This is an optimization exercise on Yosys and OpenROAD, whose aim is small area and a short achievable clock period, not a production implementation.
In this exercise RTL edits were held to simulation tests only and were not proved equivalent to the original.
Power and IR drop assume default switching activity.

==> flow/design.v, too long to show whole: its modules and the start of the top module <==
// module full_adder: 10 lines
// module half_adder: 9 lines
// module mult32x32: 3734 lines
// module mul_ao21: 3 lines
module mult32x32 (
  input              i_clk     ,
  input              i_rstn    ,
  input  wire        i_multa_ns,
  input  wire        i_multb_ns,
  input  wire [31:0] i_multa   ,
  input  wire [31:0] i_multb   ,
  output wire [63:0] o_product
);
  // ...
==> flow/flow/run.sh <==
#!/bin/bash
set -euo pipefail
export CTS_ARGS="-sink_clustering_enable -repair_clock_nets -dont_use_dummy_load"
bash standard.sh > standard.log 2>&1
==> flow/standard.sh <==
#!/bin/bash
# synth_recipe.tcl (not shown) runs the flow's synth.tcl, then flattens the netlist and writes it again
# the make line also repeats each setting of config.mk as NAME=value (left out here)
make -C /OpenROAD-flow-scripts/flow DESIGN_CONFIG=/design/flow/config.mk WORK_HOME=/design/flow/orfs CLKGATE_MAP_FILE= SYNTH_SCRIPT=/design/flow/synth_recipe.tcl "${@:-finish}"
==> flow/config.mk <==
export PLATFORM = sky130hd
export DESIGN_NAME = mult32x32
export DESIGN_NICKNAME = mult32x32
export VERILOG_FILES = /design/flow/design.v
export SDC_FILE = /design/flow/constraint.sdc
export NUM_CORES = 4
export LEC_CHECK = 0
export CAP_MARGIN = 20
export CORE_MARGIN = 2
export CORE_UTILIZATION = 40
export PLACE_DENSITY = 0.95
export SETUP_SLACK_MARGIN = 2.0
export SLEW_MARGIN = 20
export SYNTH_HIERARCHICAL = 1
export TNS_END_PERCENT = 100
==> flow/constraint.sdc <==
create_clock -name core_clock -period 4.0 [get_ports {i_clk}]
set_input_delay 0.8000 -clock core_clock [delete_from_list [all_inputs] [get_ports {i_clk}]]
set_output_delay 0.8000 -clock core_clock [all_outputs]
set_load 0.01 [all_outputs]
==> out/qor.csv, run 1 <==
metric,value,unit
run_status,finished clean,
detailedRoute.firstIterationViolations,3381,
report.final.setup_viol,0,
tritoncts_num_sinks,957,
rsz0062_at_grt,true,
post-route-drc-count,0,
cts.path.max_buffers,3,
worstSetupStartpointType,flop,
antenna_diode_count,5,
cell_count_post_placement,4935,
clkLatencyLatePin,0.70,ns
power_leader,sequential cells,
tap_cells,1500,
clock_net_power,7.14,mW
drt_first_pass_iters,6,
cell_internal_pwr,24.4,mW
gpl.final_weighted_congestion,0.951,
timing.clock.skew,0.0874,ns
timing_max_transition_violations_final,0,
synth_enable_flop_cells,0,
endpoint_of_the_worst_slack_reg_to_reg_timing_path,s2_1148$_DFF_P_,
ios,132,
post_cts_hold_buffer_count,0,
top_regs,"prod_q (64), vld (7)",
postSynth.topFlopCell,dfxtp_1,
required,4.52,ns
final_cells,5077,
clk_pin_slew,0.07,ns
fin_worst_hold_slack,0.227,ns
seq_area_frac_synth,42.3,%
largest_register_ff_count,64,
cts-htree-levels,3,
final_antenna_net_count,0,
hp-class,in -> async,
sequentialPowerShare,43.5,%
placement.io_buffers,131,
buf_share,4.87,%
shortest_clock_period_the_worst_path_allows_after_layout,2.09,ns
die_y,341,microns
hpwl,85.2,mm
bufs_and_invs_on_worst_path,1,
multiInputGateArea,24400,sq um
seq-cell-share,38.3,%
timing_worst_slew_pin_value,1.00,ns
==> run 2: changes to the inputs <==
--- a/flow/config.mk
+++ b/flow/config.mk
@@ -9,5 +9,4 @@
 export CORE_MARGIN = 2
 export CORE_UTILIZATION = 40
-export PLACE_DENSITY = 0.95
 export SETUP_SLACK_MARGIN = 2.0
 export SLEW_MARGIN = 20
==> run 2 against run 1 <==
Synthesized cell count unchanged; largest power group unchanged; first-iteration DRC count shrank 30%; clock power rose by 7.0%.
==> out/qor.csv, run 2 <==
metric,value,unit,change
run_status,finished clean,,unchanged
max_clock_freq,0.483,GHz,was 0.479 GHz
setup_total_negative_slack,0,ns,unchanged
die_width,341,microns,unchanged
netlist_area,45400,sq um,unchanged
seq_area_frac_synth,42.3,%,unchanged
initial_utilization,40.4,%,unchanged
cts-htree-levels,3,,unchanged
crit_arrival,2.56,ns,was 2.60 ns
mostFrequentLayoutCell,dfxtp_1,,unchanged
antenna_violations_before_repair,14,,was 17
synth_area_per_cell,12.7,sq um,unchanged
timing.setup.critical_path_class,reg -> reg,,unchanged
synthesis.yosys.warnings,7,,unchanged
ios,132,,unchanged
synth_cells,3570,,unchanged
total_power,36.8,mW,was 38.1 mW
synth.most_common_cell,dfxtp_1,,unchanged
detailedRoute.firstIterationViolations,2378,,was 3381
placement.io_buffers,131,,unchanged
grt.total_usage,21.2,%,was 21.8%
yosys_register_bits,957,,unchanged
area_grow_syn2layout,11.7,%,about the same
grt_max_degree,65,,was 72
max_slew_margin,45.6,%,was 33.2%
timing.rr.start,s1_484$_DFF_P_,,was s1_278$_DFF_P_
clkLatencyLatePin,0.69,ns,was 0.70 ns
tritoncts_num_sinks,957,,unchanged
top_register,prod_q,,unchanged
die_y,341,microns,unchanged
max-cap-violations,0,,unchanged
reg2regPathDepth,5,,unchanged
crit_end,s2_1273$_DFF_P_,,was s2_1148$_DFF_P_
maximum_fanout_along_the_worst_path,18,,was 33
synth.distinct_cells,31,,unchanged
hpwl,84.3,mm,was 85.2 mm
nNetsFinal,4101,,was 4086
gpl.final_weighted_congestion,0.862,,was 0.951
endpoint_of_the_worst_slack_reg_to_reg_timing_path,s2_1273$_DFF_P_,,was s2_1148$_DFF_P_
static_leakage,21.2,nW,was 21.1 nW
detail_route.vias_per_cell,5.61,,was 5.92
post-route-drc-count,0,,unchanged
cts_made_buffers,99,,was 87
shortest_clock_period_the_worst_path_allows_after_layout,2.07,ns,was 2.09 ns
post_detailed_routing_wire_length,128,mm,was 133 mm
synth_common_cells,"950 x dfxtp_1, 376 x xnor2_1, 341 x a221oi_2, 341 x a22o_1, 291 x fa_1",,unchanged
hp-start,s4_1987$_DFF_P_,,
postSynth.topFlopCell,dfxtp_1,,unchanged
core,112000,sq um,unchanged
worstSetupStartpointType,flop,,unchanged
required,4.49,ns,was 4.52 ns
report.final.setup_viol,0,,unchanged
route.detailed.wl_per_inst,25.1,microns,was 26.1 microns
rsz0062_at_grt,true,,unchanged
cts_tree,yes,,unchanged
reg2reg_setup_slack,1.93,ns,was 1.91 ns
num_vias,28600,,was 30000
grt_pass1_vias,28800,,was 30600
cts.path.max_buffers,3,,unchanged
synthArstFlopShare,0.731,%,unchanged
synth_enable_flop_cells,0,,unchanged
dieArea,116000,sq um,unchanged
timing_worst_slew_pin_value,0.815,ns,was 1.00 ns
cell_count_post_placement,4945,,was 4935
layout-drive-gt1-share,23.8,%,was 24.2%
timing.clock.skew,0.0984,ns,was 0.0874 ns
final_cells,5091,,was 5077
timing.critical_path.from,s1_484$_DFF_P_,,was s1_278$_DFF_P_
vdd_drop_max,0.000335,V,was 0.000365 V
timing_max_transition_violations_final,0,,unchanged
gr-total-overflow,0,,unchanged
rows,123,,unchanged
top_regs,"prod_q (64), vld (7)",,unchanged
hp-class,reg -> reg,,was in -> async
timing_hold_violations_final,0,,unchanged
grt_pass1_wl,188,mm,was 195 mm
synth_top_area_cell,dfxtp_1,,unchanged
drt_first_pass_iters,6,,unchanged
clk_pin_slew,0.06,ns,was 0.07 ns
post_cts_hold_buffer_count,0,,unchanged
final.period_utilization,51.8,%,was 52.2%
setup.worst_path.end_class,flop,,unchanged
yosysTopAreaCellShare,41.9,%,unchanged
synth_area_leaders,"dfxtp_1 42%, fa_1 13%, a221oi_2 11%, xnor2_1 7.3%, a22o_1 6.6%",,unchanged
mostFrequentLayoutCells,"854 x dfxtp_1, 372 x xnor2_1, 341 x a22o_1, 341 x a221oi_2, 286 x fa_1",,"was 847 x dfxtp_1, 364 x xnor2_1, 341 x a22o_1"
cell_at_the_root_of_the_clock_tree,clkbuf_16,,unchanged
largest_register_ff_count,64,,unchanged
final_antenna_net_count,0,,unchanged
power_density_normalized_to_cell_area,725,nW/um^2,was 751 nW/um^2
[run 2: critical path, cell delays in order (launching register included)]
cell and delay [ns]:
dfxtp_4 0.47, buf_12 0.23, o31a_1 0.24, a21oi_1 0.15
xor2_1 0.26, fa_1 0.54
[run 2: final cells by class]
cell class | instances | area (sq um)
fillers | 10200 | 61800
multi-input cells | 2144 | 24100
flip-flops and latches | 957 | 19500
clock buffers | 99 | 2480
repair buffers | 283 | 2400
well taps | 1500 | 1880
inverters | 104 | 390
diodes | 4 | 10.0
[run 2: logic make-up (layout without fill, tap and decap cells)]
kind of cell | after synthesis | count (layout) | share of synthesized area (%)
flops | 957 | 957 | 42.3
compound gates | 928 | 931 | 21.8
xor+xnor | 484 | 484 | 9.34
other cells | 2 | 7 | 0.0165
fa+ha+maj | 444 | 444 | 17.0
simple gates | 282 | 282 | 3.52
buf+inv | 473 | 486 | 6.03
[run 2: modules after synthesis, one instance, submodules excluded]
| module | times used | cells |
|---|---|---|
| mul_ao21 | 172 | 1 |
| full_adder | 291 | 1 |
| mult32x32 | 1 | 3079 |
| half_adder | 28 | 1 |
[run 2: metal layers]
layer  track usage [%]  wire length [microns]  up-vias
li1                  -                      -    12700
met1              30.3                  57100    14100
met2              30.0                  51800     1416
met3              6.24                  13600      344
met4              8.60                   5250        8
met5                 0                     48        -
[run 2: how the worst min path moves through the flow]
stage                                  to  cells after the start
after global routing       s1_274$_DFF_P_                      1
after global placement    s5_2271$_DFF_P_                      0
final                     s5_2247$_DFF_P_                      0
after detailed placement  s3_1656$_DFF_P_                      0
after CTS                 s5_2247$_DFF_P_                      0
after floorplan           s3_1655$_DFF_P_                      0
[run 2: repair_timing]
item	CTS	global route
pin swaps	17	19
buffers inserted	11	29
resized for setup	474	92
cloned	3	0
endpoints found under the setup margin	324	108
[run 2: through the flow]
step	worst slack [ns]	cell area (sq um)	hold slack [ns]	util, %
2_1_floorplan	1.62	45500	0.310	-
3_3_place_gp	0.641	47300	0.310	42.1
3_5_place_dp	0.630	47300	0.312	42.1
4_1_cts	1.96	50200	0.293	44.6
5_1_grt	1.93	50700	0.276	45.1
6_report	1.93	50700	0.283	45.1
[run 2: power breakdown]
| part | switching, mW | internal [mW] |
|---|---|---|
| Sequential | 2.63 | 13.8 |
| Clock | 3.33 | 4.31 |
| Combinational | 6.54 | 6.18 |
| Total | 12.5 | 24.3 |
==> run 3: changes to the inputs <==
--- a/flow/config.mk
+++ b/flow/config.mk
@@ -8,5 +8,6 @@
 export CAP_MARGIN = 20
 export CORE_MARGIN = 2
-export CORE_UTILIZATION = 40
+export CORE_UTILIZATION = 60
+export PLACE_DENSITY = 0.85
 export SETUP_SLACK_MARGIN = 2.0
 export SLEW_MARGIN = 20
==> run 3 against run 2 <==
Design area is 1.8% lower; via count is 2.9% higher; hold slack worse by 0.034 ns; register-to-register slack better by 0.05 ns; power rose by 2.6%; sequential cell count stayed put; critical path depth is 1 lower; critical endpoint is now s2_1183$_DFF_P_.
==> out/qor.csv, run 3 <==
metric,value,unit,change
report.final.setup_viol,0,,unchanged
timing_hold_violations_final,0,,unchanged
required,4.53,ns,was 4.49 ns
num-fill-cells,5089,,was 10200
synth_cells,3570,,unchanged
ios,132,,unchanged
netlist_area,45400,sq um,unchanged
synth.most_common_cell,dfxtp_1,,unchanged
postSynth.topFlopCell,dfxtp_1,,unchanged
cts_tree,yes,,unchanged
timing.setup.critical_path_class,reg -> reg,,unchanged
dr_wl_met3,16.2,mm,was 13.6 mm
met1Wirelength,45.2,mm,was 57.1 mm
power_density_normalized_to_cell_area,757,nW/um^2,was 725 nW/um^2
max_slew_margin,41.9,%,was 45.6%
crit_arrival,2.55,ns,was 2.56 ns
synth_area_leaders,"dfxtp_1 42%, fa_1 13%, a221oi_2 11%, xnor2_1 7.3%, a22o_1 6.6%",,unchanged
cts_made_buffers,92,,was 99
yosysTopAreaCellShare,41.9,%,unchanged
endpoint_of_the_worst_slack_reg_to_reg_timing_path,s2_1183$_DFF_P_,,was s2_1273$_DFF_P_
tritoncts_num_sinks,957,,unchanged
timing.clock.skew,0.0737,ns,was 0.0984 ns
grt.total_usage,29.8,%,was 21.2%
gr-total-overflow,0,,unchanged
yosys_register_bits,957,,unchanged
post_cts_hold_buffer_count,0,,unchanged
synthesis.yosys.warnings,7,,unchanged
synth.distinct_cells,31,,unchanged
die_y,279,microns,was 341 microns
cell_at_the_root_of_the_clock_tree,clkbuf_16,,unchanged
die_width,279,microns,was 341 microns
synth_common_cells,"950 x dfxtp_1, 376 x xnor2_1, 341 x a221oi_2, 341 x a22o_1, 291 x fa_1",,unchanged
grt_max_degree,72,,was 65
max-cap-violations,0,,unchanged
worstSetupStartpointType,flop,,unchanged
num_vias,29400,,was 28600
drt_first_pass_iters,7,,was 6
layout-drive-gt1-share,22.7,%,was 23.8%
largest_register_ff_count,64,,unchanged
multiInputGateArea,24200,sq um,was 24100 sq um
seq_area_frac_synth,42.3,%,unchanged
synthArstFlopShare,0.731,%,unchanged
cts-htree-levels,3,,unchanged
final_core_utilization,66.7,%,was 45.1%
grt_pass1_wl,179,mm,was 188 mm
dieArea,77900,sq um,was 116000 sq um
wl_met2,53.7,mm,was 51.8 mm
flip_flop_and_latch_area,19400,sq um,was 19500 sq um
dr.max_layer_used,met5,,unchanged
synth_area_per_cell,12.7,sq um,unchanged
post_detailed_routing_wire_length,120,mm,was 128 mm
reg2regPathDepth,4,,was 5
route.detailed.wl_per_inst,26.4,microns,was 25.1 microns
run_status,finished clean,,unchanged
setup.worst_path.end_class,flop,,unchanged
shortest_clock_period_the_worst_path_allows_after_layout,2.02,ns,was 2.07 ns
static_leakage,21.0,nW,was 21.2 nW
synth_top_area_cell,dfxtp_1,,unchanged
mostFrequentLayoutCells,"860 x dfxtp_1, 375 x xnor2_1, 341 x a22o_1, 341 x a221oi_2, 285 x fa_1",,"was 854 x dfxtp_1, 372 x xnor2_1, 341 x a22o_1, 341 x a221oi_2, 286 x fa_1"
detailedRoute.firstIterationViolations,3618,,was 2378
timing.rr.start,s1_312$_DFF_P_,,was s1_484$_DFF_P_
rows,100,,was 123
final.period_utilization,50.6,%,was 51.8%
grt_pass1_vias,29500,,was 28800
setup_total_negative_slack,0,ns,unchanged
post-route-drc-count,0,,unchanged
timing_worst_slew_pin_value,0.870,ns,was 0.815 ns
core,74700,sq um,was 112000 sq um
rsz0062_at_grt,true,,unchanged
maximum_fanout_along_the_worst_path,11,,was 18
clk_pin_slew,0.06,ns,about the same
detail_route.vias_per_cell,6.48,,was 5.61
gpl.final_weighted_congestion,0.963,,was 0.862
cts.path.max_buffers,3,,unchanged
clkLatencyLatePin,0.66,ns,was 0.69 ns
hpwl,77.9,mm,was 84.3 mm
reg2reg_setup_slack,1.98,ns,was 1.93 ns
top_regs,"prod_q (64), vld (7)",,unchanged
max_clock_freq,0.494,GHz,was 0.483 GHz
area_grow_syn2layout,9.79,%,was 11.7%
hp-class,in -> async,,was reg -> reg
nNetsFinal,4082,,was 4101
top_register,prod_q,,unchanged
final_antenna_net_count,0,,unchanged
synth_enable_flop_cells,0,,unchanged
antenna_violations_before_repair,11,,was 14
placement.io_buffers,131,,unchanged
vdd_drop_max,0.000408,V,was 0.000335 V
timing_max_transition_violations_final,0,,unchanged
mostFrequentLayoutCell,dfxtp_1,,unchanged
initial_utilization,60.8,%,was 40.4%
## run 3: cell types whose count changed in the layout (fill, tap and decap cells not counted), moves of 7 or more
cell / change
dfxtp_4: -9
clkdlybuf4s15_2: +13
clkbuf_2: +13
clkdlybuf4s15_1: +21
buf_12: -7
buf_2: -45
## run 3: critical path: stages (launching register included)
cell	delay, ns
dfxtp_1	0.88
a22o_1	0.25
a221oi_2	0.04
xnor2_1	0.28
fa_1	0.47
## run 3: metal layers
layer  vias to the layer above  GRT usage, %
met4                        16          11.1
met5                         -             0
li1                      12700             -
met1                     14400          37.8
met3                       429          11.1
met2                      1926          46.3
## run 3: timing repair
item	in CTS	in global routing
pin swaps	17	31
hold endpoints to repair	0	0
setup endpoints to repair	323	130
gates cloned	3	0
gates resized for setup	365	124
buffers inserted	9	29
## run 3: power breakdown
| group | switching (mW) | internal, mW | total [mW] | leakage (nW) |
|---|---|---|---|---|
| registers | 2.82 | 13.8 | 16.6 | 8.10 |
| clock network | 3.26 | 4.02 | 7.28 | 1.13 |
| logic | 7.23 | 6.59 | 13.8 | 11.7 |
| total | 13.3 | 24.4 | 37.7 | 21.0 |
## run 3: Yosys stat by module, one instance, submodules excluded
module	flip-flops and latches	times used	area (sq um)	cells inside
half_adder	0	28	12.5	1
full_adder	0	291	20.0	1
mul_ao21	0	172	7.51	1
mult32x32	957	1	37900	3079
## run 3: cells by family (layout without fill, tap and decap cells)
family,count (synthesis),in the layout,share of synthesized area (%)
flops,957,957,42.3
compound gates,928,931,21.8
xor+xnor,484,484,9.34
buf+inv,473,467,6.03
fa+ha+maj,444,444,17.0
simple gates,282,282,3.52
other cells,2,4,0.0165
## run 3: worst max path at each step
stage / to / start / depth (start not counted)
5_1_grt: s6_2446$_DFF_P_ / s5_2204$_DFF_P_ / 7
3_3_place_gp: s1_339$_DFF_P_ / i_multa[3] / 8
3_5_place_dp: s1_338$_DFF_P_ / i_multa[2] / 8
2_1_floorplan: s1_339$_DFF_P_ / i_multa[2] / 7
6_report: s2_1183$_DFF_P_ / s1_312$_DFF_P_ / 4
4_1_cts: s6_2445$_DFF_P_ / s5_2246$_DFF_P_ / 7
## run 3: metrics by stage
step | instances | area [sq um] | hold WS, ns | worst slack [ns] | power (mW)
final | 4538 | 49800 | 0.249 | 1.98 | 37.7
after global placement | 4404 | 46500 | 0.311 | 0.883 | 28.0
after CTS | 4508 | 49300 | 0.310 | 1.98 | 37.2
after global routing | 4537 | 49800 | 0.273 | 1.95 | 39.7
after floorplan | 3571 | 45500 | 0.310 | 1.62 | 24.0
after detailed placement | 4404 | 46500 | 0.312 | 0.840 | 29.3
## run 3: area by class of cell
class	instances	area share (%)
antenna	1	0.00502
tap	969	2.43
clock buffer	92	4.62
multi-input combinational	2144	48.5
inverter	104	0.783
timing repair buffer	271	4.67
sequential	957	39.0
==> run 4: changes to the inputs <==
--- a/flow/config.mk
+++ b/flow/config.mk
@@ -8,5 +8,5 @@
 export CAP_MARGIN = 20
 export CORE_MARGIN = 2
-export CORE_UTILIZATION = 60
+export CORE_UTILIZATION = 40
 export PLACE_DENSITY = 0.85
 export SETUP_SLACK_MARGIN = 2.0
==> run 4 against run 3 <==
Hold slack improved by 0.017 ns; highest routed layer unchanged; via count decreased by 0.76%; count of clock-buffer cells in the layout decreased by 3; power decreased by 0.98%; die area increased by 49%; global-route usage decreased by 8.9 points; clock power decreased by 2%; largest power group unchanged; synthesized area unchanged; critical endpoint is now s2_1288$_DFF_P_; sequential power about the same.
==> out/qor.csv, run 4 <==
metric,value,unit,change
run_status,finished clean,,unchanged
synth.distinct_cells,31,,unchanged
vdd_drop_max,0.000356,V,was 0.000408 V
final_antenna_net_count,0,,unchanged
reg2reg_setup_slack,2.00,ns,was 1.98 ns
grt_pass1_vias,30000,,was 29500
grt_max_degree,65,,was 72
cpLargestDelayFamily,flip-flops,,unchanged
synth_common_cells,"950 x dfxtp_1, 376 x xnor2_1, 341 x a221oi_2, 341 x a22o_1, 291 x fa_1",,unchanged
largest_register_ff_count,64,,unchanged
cell_count_post_placement,4931,,was 4404
whs_path_depth,0,,
initial_utilization,40.4,%,was 60.8%
timing.clock.skew,0.0766,ns,was 0.0737 ns
cts.path.max_buffers,3,,unchanged
final.period_utilization,50.1,%,was 50.6%
maximum_fanout_along_the_worst_path,34,,was 11
wl_met2,56.3,mm,was 53.7 mm
core,112000,sq um,was 74700 sq um
clk_pin_slew,0.06,ns,about the same
shortest_clock_period_the_worst_path_allows_after_layout,2.00,ns,was 2.02 ns
max_slew_margin,33.3,%,was 41.9%
antenna_violations_before_repair,17,,was 11
crit_path_cell_trace,o31a_1 -> a21oi_1 -> xor2_1 -> fa_1,,was a22o_1 -> a221oi_2 -> xnor2_1 -> fa_1
setup.worst_path.end_class,flop,,unchanged
timing_hold_violations_final,0,,unchanged
cts_tree,yes,,unchanged
hp-class,reg -> reg,,was in -> async
max-cap-violations,0,,unchanged
dieArea,116000,sq um,was 77900 sq um
postSynth.topFlopCell,dfxtp_1,,unchanged
power_density_normalized_to_cell_area,743,nW/um^2,was 757 nW/um^2
route.detailed.wl_per_inst,24.8,microns,was 26.4 microns
tritoncts_num_sinks,957,,unchanged
top_register,prod_q,,unchanged
synth_area_per_cell,12.7,sq um,unchanged
netlist_area,45400,sq um,unchanged
crit_slowest_cell,dfxtp_4,,was dfxtp_1
hold_path_end,s5_2209$_DFF_P_,,
yosys_register_bits,957,,unchanged
static_leakage,20.9,nW,was 21.0 nW
endpoint_of_the_worst_slack_reg_to_reg_timing_path,s2_1288$_DFF_P_,,was s2_1183$_DFF_P_
reg2regPathDepth,4,,unchanged
dr.max_layer_used,met5,,unchanged
dp_worst_setup_slack,0.637,ns,was 0.840 ns
grt_pass1_wl,187,mm,was 179 mm
synth.most_common_cell,dfxtp_1,,unchanged
mostFrequentLayoutCell,dfxtp_1,,unchanged
gpl.final_weighted_congestion,0.941,,was 0.963
synth_enable_flop_cells,0,,unchanged
timing_max_transition_violations_final,0,,unchanged
synth_cells,3570,,unchanged
synth_area_leaders,"dfxtp_1 42%, fa_1 13%, a221oi_2 11%, xnor2_1 7.3%, a22o_1 6.6%",,unchanged
finalWorstSetupSlack,2.00,ns,was 1.98 ns
met1Wirelength,49.8,mm,was 45.2 mm
timing_worst_slew_pin_value,1.00,ns,was 0.870 ns
top_regs,"prod_q (64), vld (7)",,unchanged
drt_first_pass_iters,6,,was 7
mostFrequentLayoutCells,"856 x dfxtp_1, 373 x xnor2_1, 341 x a22o_1, 341 x a221oi_2, 284 x fa_1",,"was 860 x dfxtp_1, 375 x xnor2_1, 341 x a22o_1, 341 x a221oi_2, 285 x fa_1"
detail_route.vias_per_cell,5.77,,was 6.48
cell_at_the_root_of_the_clock_tree,clkbuf_16,,unchanged
crit_arrival,2.50,ns,was 2.55 ns
layout-drive-gt1-share,23.1,%,was 22.7%
num_vias,29200,,was 29400
timing.setup.critical_path_class,reg -> reg,,unchanged
dr_wl_met3,14.4,mm,was 16.2 mm
clkLatencyLatePin,0.67,ns,was 0.66 ns
hpwl,82.6,mm,was 77.9 mm
gr-total-overflow,0,,unchanged
die_width,341,microns,was 279 microns
required,4.50,ns,was 4.53 ns
worstSetupStartpointType,flop,,unchanged
cts_made_buffers,89,,was 92
post_cts_hold_buffer_count,0,,unchanged
synthesis.yosys.warnings,7,,unchanged
grt.total_usage,20.8,%,was 29.8%
detailedRoute.firstIterationViolations,3019,,was 3618
final_cells,5053,,was 4538
hp-start,s4_1994$_DFF_P_,,
setup_total_negative_slack,0,ns,unchanged
cts-htree-levels,3,,unchanged
timing.rr.start,s1_527$_DFF_P_,,was s1_312$_DFF_P_
post_detailed_routing_wire_length,126,mm,was 120 mm
max_clock_freq,0.499,GHz,was 0.494 GHz
nNetsFinal,4066,,was 4082
bufs_and_invs_on_worst_path,0,,unchanged
seq_area_frac_synth,42.3,%,unchanged
critical_path.max_stage_delay,0.77,ns,was 0.88 ns
synthArstFlopShare,0.731,%,unchanged
synth_top_area_cell,dfxtp_1,,unchanged
report.final.setup_viol,0,,unchanged
placement.io_buffers,131,,unchanged
area_grow_syn2layout,10.8,%,was 9.79%
rows,123,,was 100
yosysTopAreaCellShare,41.9,%,unchanged
ios,132,,unchanged
rsz0062_at_grt,true,,unchanged
post-route-drc-count,0,,unchanged
die_y,341,microns,was 279 microns
## run 4: cell counts after synthesis
No cell type changed its count.
## run 4: logic make-up (layout without fill, tap and decap cells)
family	Yosys count	in the layout	synth area share, %
AO/OA/AOI/OAI	928	931	21.8
XOR/XNOR	484	484	9.34
adder cells (fa/ha/maj)	444	444	17.0
buffers and inverters	473	451	6.03
flip-flops	957	957	42.3
other	2	4	0.0165
AND/OR/NAND/NOR	282	282	3.52
## run 4: worst max path at each step
| stage | cells past startpoint | startpoint | slack [ns] | to |
|---|---|---|---|---|
| final | 4 | s1_527$_DFF_P_ | 2.00 | s2_1288$_DFF_P_ |
| after global routing | 5 | s1_284$_DFF_P_ | 1.99 | s2_1237$_DFF_P_ |
| after CTS | 7 | i_multa[16] | 1.99 | s1_338$_DFF_P_ |
| after detailed placement | 8 | i_multa[7] | 0.64 | s1_338$_DFF_P_ |
| after global placement | 8 | i_multa[7] | 0.67 | s1_339$_DFF_P_ |
| after floorplan | 7 | i_multa[2] | 1.62 | s1_339$_DFF_P_ |
## run 4: routing by layer
metal | global-route usage, % | up-vias
met5 | 0 | -
met4 | 8.01 | 22
met3 | 5.78 | 432
met2 | 32.8 | 1709
met1 | 27.1 | 14400
li1 | - | 12600
## run 4: per-module statistics from Yosys (local to each module, per instance)
module	copies in the design	flip-flops and latches	cell area [sq um]
half_adder	28	0	12.5
full_adder	291	0	20.0
mul_ao21	172	0	7.51
mult32x32	1	957	37900
## run 4: final cells by class
| class | instances | area, sq um |
|---|---|---|
| diodes | 1 | 2.50 |
| clock buffers | 89 | 2230 |
| fillers | 9730 | 62200 |
| inverters | 104 | 390 |
| multi-input cells | 2144 | 24100 |
| flip-flops and latches | 957 | 19400 |
| well taps | 1500 | 1880 |
| repair buffers | 258 | 2250 |
## run 4: stage by stage
stage | hold slack [ns] | area, sq um | power (mW) | util, %
3_3_place_gp | 0.309 | 47100 | 28.2 | 41.9
3_5_place_dp | 0.312 | 47200 | 29.3 | 41.9
5_1_grt | 0.258 | 50300 | 39.5 | 44.7
4_1_cts | 0.268 | 49900 | 37.1 | 44.3
6_report | 0.266 | 50300 | 37.4 | 44.7
2_1_floorplan | 0.310 | 45500 | 24.0 | -
## run 4: repair_timing
item | in CTS | in global routing
pin swaps | 20 | 26
gates resized for setup | 462 | 119
setup buffers | 15 | 14
endpoints found under the setup margin | 322 | 107
gates cloned | 3 | 0
## run 4: power by group
group	internal, mW	total (mW)	switching, mW
registers	13.8	16.5	2.70
clock network	3.89	7.17	3.28
logic	6.49	13.7	7.20
total	24.2	37.4	13.2
==> run 5: changes to the inputs <==
--- a/flow/config.mk
+++ b/flow/config.mk
@@ -10,5 +10,5 @@
 export CORE_UTILIZATION = 40
 export PLACE_DENSITY = 0.85
-export SETUP_SLACK_MARGIN = 2.0
+export SETUP_SLACK_MARGIN = 2.05
 export SLEW_MARGIN = 20
 export SYNTH_HIERARCHICAL = 1
==> run 5 against run 4 <==
Still clean; non-clock buffer count rose by 24; power rose by 1.2%; register-to-register slack improved by 0.02 ns.
==> out/qor.csv, run 5 <==
metric,value,unit,change
hp-class,in -> reg,,was reg -> reg
tritoncts_num_sinks,957,,unchanged
worstSetupStartpointType,flop,,unchanged
final_antenna_net_count,0,,unchanged
post_cts_hold_buffer_count,0,,unchanged
clk_pin_slew,0.06,ns,about the same
reg2reg_setup_slack,2.02,ns,was 2.00 ns
top_register,prod_q,,unchanged
post_detailed_routing_wire_length,128,mm,was 126 mm
required,4.50,ns,about the same
dp_worst_setup_slack,0.637,ns,unchanged
mostFrequentLayoutCell,dfxtp_1,,unchanged
yosys_register_bits,957,,unchanged
synthesis.yosys.warnings,7,,unchanged
placement.io_buffers,131,,unchanged
setup_total_negative_slack,0,ns,unchanged
core,112000,sq um,unchanged
num_vias,29500,,was 29200
grt_pass1_vias,30100,,was 30000
timing_max_transition_violations_final,0,,unchanged
synth.most_common_cell,dfxtp_1,,unchanged
final_cells,5076,,was 5053
mostFrequentLayoutCells,"842 x dfxtp_1, 371 x xnor2_1, 341 x a22o_1",,"was 856 x dfxtp_1, 373 x xnor2_1, 341 x a22o_1, 341 x a221oi_2, 284 x fa_1"
cell_count_post_placement,4931,,unchanged
gr-total-overflow,0,,unchanged
run_status,finished clean,,unchanged
top_regs,"prod_q (64), vld (7)",,unchanged
timing.clock.skew,0.0706,ns,was 0.0766 ns
critical_path.max_stage_delay,0.82,ns,was 0.77 ns
post-route-drc-count,0,,unchanged
cts.path.max_buffers,3,,unchanged
fin_worst_hold_slack,0.267,ns,was 0.266 ns
synth_cells,3570,,unchanged
shortest_clock_period_the_worst_path_allows_after_layout,1.98,ns,was 2.00 ns
nNetsFinal,4090,,was 4066
die_y,341,microns,unchanged
dieArea,116000,sq um,unchanged
crit_arrival,2.48,ns,was 2.50 ns
rsz0062_at_grt,true,,unchanged
crit_path_cell_trace,a22o_1 -> a221oi_2 -> xnor2_1 -> fa_1,,was o31a_1 -> a21oi_1 -> xor2_1 -> fa_1
yosysTopAreaCellShare,41.9,%,unchanged
netlist_area,45400,sq um,unchanged
initial_utilization,40.4,%,unchanged
rows,123,,unchanged
area_grow_syn2layout,12.5,%,was 10.8%
hpwl,82.6,mm,unchanged
drt_first_pass_iters,7,,was 6
synthArstFlopShare,0.731,%,unchanged
antenna_diode_count,0,,was 1
route.detailed.wl_per_inst,25.3,microns,was 24.8 microns
cpLargestDelayFamily,flip-flops,,unchanged
final_core_utilization,45.4,%,was 44.7%
timing.setup.critical_path_class,reg -> reg,,unchanged
final.period_utilization,49.6,%,was 50.1%
timing_worst_slew_pin_value,1.00,ns,about the same
power_density_normalized_to_cell_area,741,nW/um^2,was 743 nW/um^2
cell_at_the_root_of_the_clock_tree,clkbuf_16,,unchanged
crit_slowest_cell,dfxtp_1,,was dfxtp_4
cts-htree-levels,3,,unchanged
synth_area_per_cell,12.7,sq um,unchanged
max_slew_margin,33.1,%,was 33.3%
max-cap-violations,0,,unchanged
synth.distinct_cells,31,,unchanged
bufs_and_invs_on_worst_path,0,,unchanged
grt_pass1_wl,188,mm,was 187 mm
detailedRoute.firstIterationViolations,3001,,was 3019
synth_enable_flop_cells,0,,unchanged
cts_tree,yes,,unchanged
gpl.final_weighted_congestion,0.941,,unchanged
finalWorstSetupSlack,2.02,ns,was 2.00 ns
synth_top_area_cell,dfxtp_1,,unchanged
seq_area_frac_synth,42.3,%,unchanged
synth_common_cells,"950 x dfxtp_1, 376 x xnor2_1, 341 x a221oi_2, 341 x a22o_1, 291 x fa_1",,unchanged
largest_register_ff_count,64,,unchanged
layout-drive-gt1-share,24.7,%,was 23.1%
max_clock_freq,0.504,GHz,was 0.499 GHz
clkLatencyLatePin,0.67,ns,about the same
detail_route.vias_per_cell,5.82,,was 5.77
die_width,341,microns,unchanged
vdd_drop_max,0.000370,V,was 0.000356 V
synth_area_leaders,"dfxtp_1 42%, fa_1 13%, a221oi_2 11%, xnor2_1 7.3%, a22o_1 6.6%",,unchanged
postSynth.topFlopCell,dfxtp_1,,unchanged
ios,132,,unchanged
cts_made_buffers,89,,unchanged
static_leakage,21.2,nW,was 20.9 nW
setup.worst_path.end_class,flop,,unchanged
maximum_fanout_along_the_worst_path,11,,was 34
grt_max_degree,65,,unchanged
timing_hold_violations_final,0,,unchanged
report.final.setup_viol,0,,unchanged
antenna_violations_before_repair,13,,was 17
grt.total_usage,21.0,%,was 20.8%
run 5: cell counts after synthesis:
Identical to the previous run, type by type.
run 5: cells by family after synthesis:
logic type / after synthesis / synth area share (%)
buffers and inverters: 473 / 6.03
AOI/OAI and AO/OA: 928 / 21.8
xor gates and xnor gates: 484 / 9.34
and+or+nand+nor: 282 / 3.52
other: 2 / 0.0165
DFF: 957 / 42.3
adders and majority gates: 444 / 17.0
run 5: worst paths after layout:
kind                                  from                to  depth (start not counted)
min in group asynchronous           i_rstn  vld[2]$_DFF_PN0_                          2
max in group asynchronous           i_rstn  vld[6]$_DFF_PN0_                          2
min                             i_multa[3]    s1_276$_DFF_P_                          1
max                         s1_334$_DFF_P_   s2_1329$_DFF_P_                          4
min reg2reg                s4_1994$_DFF_P_   s5_2209$_DFF_P_                          0
max reg2reg                 s1_334$_DFF_P_   s2_1329$_DFF_P_                          4
run 5: worst reg2reg max path: stages, from the launching register on:
cell      delay (ns)
dfxtp_1         0.82
a22o_1          0.28
a221oi_2        0.05
xnor2_1         0.22
fa_1            0.49
run 5: what timing repair did:
action / in CTS / in global routing
buffers inserted: 22 / 28
pin swaps: 27 / 58
gates resized for setup: 571 / 135
cloned: 3 / 3
endpoints found under the setup margin: 326 / 136
run 5: layer usage:
metal | track usage [%] | wire length, microns | vias up
met3 | 5.66 | 14500 | 464
met4 | 8.13 | 5300 | 20
met5 | 0 | 132 | -
met1 | 27.4 | 50700 | 14600
li1 | - | - | 12600
met2 | 33.0 | 57500 | 1790
run 5: power by group:
group,switching [mW],internal (mW)
clock network,3.28,3.89
logic,7.34,6.76
registers,2.75,13.8
run 5: per-module statistics from Yosys, one instance, submodules excluded:
module / area (sq um) / times used / flops+latches
full_adder: 20.0 / 291 / 0
half_adder: 12.5 / 28 / 0
mul_ao21: 7.51 / 172 / 0
mult32x32: 37900 / 1 / 957
run 5: per-stage QoR:
step / power [mW] / instance area (sq um)
after floorplan: 24.0 / 45500
after global placement: 28.2 / 47100
after detailed placement: 29.3 / 47200
after CTS: 37.4 / 50200
after global routing: 39.9 / 51100
final: 37.8 / 51100
run 5: area by class of cell:
class / instances / area (sq um)
multi-input combinational: 2144 / 24300
inverter: 104 / 390
sequential: 957 / 19500
tap: 1500 / 1880
clock buffer: 89 / 2230
fill: 9629 / 61400
timing repair buffer: 282 / 2750
==> run 6: changes to the inputs <==
==> flow/flow/run.sh (replaced) <==
#!/bin/bash
set -euo pipefail
export CTS_ARGS="-sink_clustering_enable -repair_clock_nets -dont_use_dummy_load -sink_clustering_size 20 -sink_clustering_max_diameter 100"
bash standard.sh > standard.log 2>&1
--- a/flow/config.mk
+++ b/flow/config.mk
@@ -10,5 +10,5 @@
 export CORE_UTILIZATION = 40
 export PLACE_DENSITY = 0.85
-export SETUP_SLACK_MARGIN = 2.05
+export SETUP_SLACK_MARGIN = 2.0
 export SLEW_MARGIN = 20
 export SYNTH_HIERARCHICAL = 1
==> run 6 against run 5 <==
Still clean; register-to-register slack got worse by 0.05 ns; cell count down 0.83%; sequential share of layout area increased by 1.0 points; highest routed layer unchanged.
==> out/qor.csv, run 6 <==
metric,value,unit,change
yosys_register_bits,957,,unchanged
gr-total-overflow,0,,unchanged
detailedRoute.firstIterationViolations,3061,,was 3001
final.period_utilization,50.8,%,was 49.6%
hp-class,in -> reg,,unchanged
hpwl,82.6,mm,unchanged
maximum_fanout_along_the_worst_path,11,,unchanged
top_regs,"prod_q (64), vld (7)",,unchanged
post_detailed_routing_wire_length,124,mm,was 128 mm
run_status,finished clean,,unchanged
timing_worst_slew_pin_value,1.02,ns,was 1.00 ns
core,112000,sq um,unchanged
setup_total_negative_slack,0,ns,unchanged
max-cap-violations,0,,unchanged
detail_route.vias_per_cell,5.77,,was 5.82
mostFrequentLayoutCell,dfxtp_1,,unchanged
dieArea,116000,sq um,unchanged
power.share.clock,15.6,%,was 18.9%
combPwrFrac,38.2,%,was 37.3%
grt_max_degree,65,,unchanged
cell_at_the_root_of_the_clock_tree,clkbuf_16,,unchanged
endpoint_of_the_worst_slack_reg_to_reg_timing_path,s2_1216$_DFF_P_,,was s2_1329$_DFF_P_
largest_register_ff_count,64,,unchanged
route.detailed.wl_per_inst,24.6,microns,was 25.3 microns
power_density_normalized_to_cell_area,714,nW/um^2,was 741 nW/um^2
synth_cells,3570,,unchanged
power.switching,12.7,mW,was 13.4 mW
hold_path_end,s1_278$_DFF_P_,,was s1_276$_DFF_P_
grt_pass1_vias,29400,,was 30100
timing.rr.start,s1_322$_DFF_P_,,was s1_334$_DFF_P_
synth_top_area_cell,dfxtp_1,,unchanged
gpl.final_weighted_congestion,0.941,,unchanged
synth_enable_flop_cells,0,,unchanged
ios,132,,unchanged
reg2regPathDepth,4,,unchanged
static_leakage,20.7,nW,was 21.2 nW
whs_path_depth,1,,unchanged
synthesis.yosys.warnings,7,,unchanged
synth_common_cells,"950 x dfxtp_1, 376 x xnor2_1, 341 x a221oi_2, 341 x a22o_1, 291 x fa_1",,unchanged
post-route-drc-count,0,,unchanged
sequentialPowerShare,46.2,%,was 43.8%
layout-drive-gt1-share,22.9,%,was 24.7%
grt_pass1_wl,184,mm,was 188 mm
area_grow_syn2layout,9.36,%,was 12.5%
flip_flop_and_latch_area,19400,sq um,was 19500 sq um
vdd_drop_max,0.000417,V,was 0.000370 V
grt.total_usage,20.3,%,was 21.0%
rsz0062_at_grt,true,,unchanged
mostFrequentLayoutCells,"851 x dfxtp_1, 370 x xnor2_1, 341 x a22o_1, 341 x a221oi_2, 277 x fa_1",,"was 842 x dfxtp_1, 371 x xnor2_1, 341 x a22o_1"
cts_made_buffers,57,,was 89
power.share.switching,35.8,%,was 35.3%
seq_area_frac_synth,42.3,%,unchanged
crit_arrival,2.56,ns,was 2.48 ns
cell_internal_pwr,22.8,mW,was 24.5 mW
timing_max_transition_violations_final,0,,unchanged
hp-start,i_multa[5],,was i_multa[3]
timing.setup.critical_path_class,reg -> reg,,unchanged
cts.path.max_buffers,3,,unchanged
top_register,prod_q,,unchanged
num-fill-cells,9797,,was 9629
shortest_clock_period_the_worst_path_allows_after_layout,2.03,ns,was 1.98 ns
finalWorstSetupSlack,1.97,ns,was 2.02 ns
reg2reg_setup_slack,1.97,ns,was 2.02 ns
postSynth.topFlopCell,dfxtp_1,,unchanged
max_slew_margin,32.3,%,was 33.1%
initial_utilization,40.4,%,unchanged
synthArstFlopShare,0.731,%,unchanged
placement.io_buffers,131,,unchanged
worstSetupStartpointType,flop,,unchanged
synth.most_common_cell,dfxtp_1,,unchanged
clk_pin_slew,0.09,ns,was 0.06 ns
synth.distinct_cells,31,,unchanged
max_clock_freq,0.492,GHz,was 0.504 GHz
cts_tree,yes,,unchanged
num_vias,29100,,was 29500
required,4.53,ns,was 4.50 ns
nNetsFinal,4045,,was 4090
netlist_area,45400,sq um,unchanged
antenna_violations_before_repair,16,,was 13
timing_hold_violations_final,0,,unchanged
timing.clock.skew,0.0686,ns,was 0.0706 ns
final_antenna_net_count,0,,unchanged
rows,123,,unchanged
yosysTopAreaCellShare,41.9,%,unchanged
setup.worst_path.end_class,flop,,unchanged
report.final.setup_viol,0,,unchanged
drt_first_pass_iters,8,,was 7
die_width,341,microns,unchanged
tritoncts_num_sinks,957,,unchanged
dp_worst_setup_slack,0.637,ns,unchanged
synth_area_leaders,"dfxtp_1 42%, fa_1 13%, a221oi_2 11%, xnor2_1 7.3%, a22o_1 6.6%",,unchanged
die_y,341,microns,unchanged
multiInputGateArea,24100,sq um,was 24300 sq um
cts-htree-levels,2,,was 3
synth_area_per_cell,12.7,sq um,unchanged
clkLatencyLatePin,0.66,ns,was 0.67 ns
run 6: cell types whose count changed in the layout (fill, tap and decap cells not counted), sizes merged:
cell,change
buf,-20
clkbuf,-29
clkdlybuf4s15,+3
diode,+3
dlygate4sd2,+1
run 6: per-layer routing:
metal	part of all wire, %	GRT usage, %	vias up
li1	-	-	12600
met1	40	27.1	14300
met2	44	31.5	1754
met3	12	5.58	412
met4	3.9	7.02	20
met5	0.10	0	-
run 6: cell families after synthesis:
logic type      after synthesis  share of synthesized area, %
buf+inv                     473                          6.03
other cells                   2                        0.0165
fa+ha+maj                   444                          17.0
xor+xnor                    484                          9.34
flops                       957                          42.3
simple gates                282                          3.52
compound gates              928                          21.8
run 6: per-module statistics from Yosys, one instance, submodules excluded:
module | cell area (sq um) | times used | flip-flops and latches
mult32x32 | 37900 | 1 | 957
full_adder | 20.0 | 291 | 0
half_adder | 12.5 | 28 | 0
mul_ao21 | 7.51 | 172 | 0
run 6: how the worst max path moves through the flow:
stage / end / startpoint / cells past startpoint
2_1_floorplan: s1_339$_DFF_P_ / i_multa[2] / 7
3_3_place_gp: s1_339$_DFF_P_ / i_multa[7] / 8
3_5_place_dp: s1_338$_DFF_P_ / i_multa[7] / 8
4_1_cts: s1_338$_DFF_P_ / i_multa[16] / 7
5_1_grt: s5_2202$_DFF_P_ / s4_1960$_DFF_P_ / 8
6_report: s2_1216$_DFF_P_ / s1_322$_DFF_P_ / 4
run 6: repair_timing:
action	in CTS	in global routing
hold buffers	0	0
setup endpoints to repair	325	104
buffers inserted	16	23
resized for setup	489	121
pin swaps	20	33
cloned	3	1
run 6: power groups by stage:
| stage | sequential [mW] | combinational [mW] | clock [mW] |
|---|---|---|---|
| global placement | 16.3 | 11.8 | 0 |
| detailed placement | 16.6 | 12.8 | 0 |
| finish | 16.4 | 13.6 | 5.52 |
| floorplan | 15.2 | 8.81 | 0 |
| CTS | 16.4 | 13.2 | 5.64 |
| global route | 16.7 | 15.0 | 5.96 |
run 6: per-stage QoR:
step                util [%]  power, mW  cells  instance area [sq um]  hold WS [ns]
floorplan                  -       24.0   3571                  45500         0.310
global placement        41.9       28.2   4930                  47100         0.309
detailed placement      41.9       29.3   4931                  47200         0.312
CTS                     43.6       35.2   5007                  49100         0.295
global route            44.1       37.6   5032                  49600         0.264
finish                  44.1       35.5   5034                  49700         0.265
run 6: area by class of cell:
type                       instances  share of cell area [%]
clock buffer                      57                    2.87
inverter                         104                   0.786
sequential                       957                    39.2
multi-input combinational       2144                    48.6
antenna                            3                  0.0151
timing repair buffer             269                    4.75
tap                             1500                    3.78
run 6: critical path, stage by stage, from the launching register on:
cell and delay, ns:
dfxtp_1 0.77, a22o_1 0.24, a221oi_2 0.04, xnor2_1 0.16
fa_1 0.72

[port drivers added, routing unchanged]
In the flow no input, the clock included, has a driving cell. The finished layouts below were timed again as built, in two steps. Step 1 assumes that a clkbuf_16 drives the clock port and a buf_2 every other input. Step 2 adds t to the input delays and takes it off the output delays; t is the mean of the earliest and latest rising clock arrival at the registers after step 1. Input paths then give back, and output paths get back, about the clock's delay inside the block. Three values: ideal ports, drivers, drivers and shift; two values: the first two.
run	t, ns	setup WS [ns]	hold WS [ns]	worst setup path at the end	worst slew at a driven data input, ns
run 1	0.716	1.913 / 1.913 / 1.301	0.227 / 0.201 / 0.255	input to register	0.08
run 2	0.712	1.928 / 1.928 / 1.342	0.283 / 0.280 / 0.283	input to register	0.07
run 3	0.686	1.978 / 1.978 / 1.358	0.249 / 0.215 / 0.308	input to register	0.06
run 4	0.699	1.996 / 1.973 / 1.341	0.266 / 0.241 / 0.266	input to register	0.06
run 5	0.699	2.017 / 2.004 / 1.372	0.267 / 0.244 / 0.268	input to register	0.06
run 6	0.691	1.968 / 1.960 / 1.362	0.265 / 0.245 / 0.305	input to register	0.06
After both steps setup and hold are still met in every run listed. The setup slack of run 4, which loses most, moves by -0.023 ns with the drivers and by -0.655 ns with both steps.
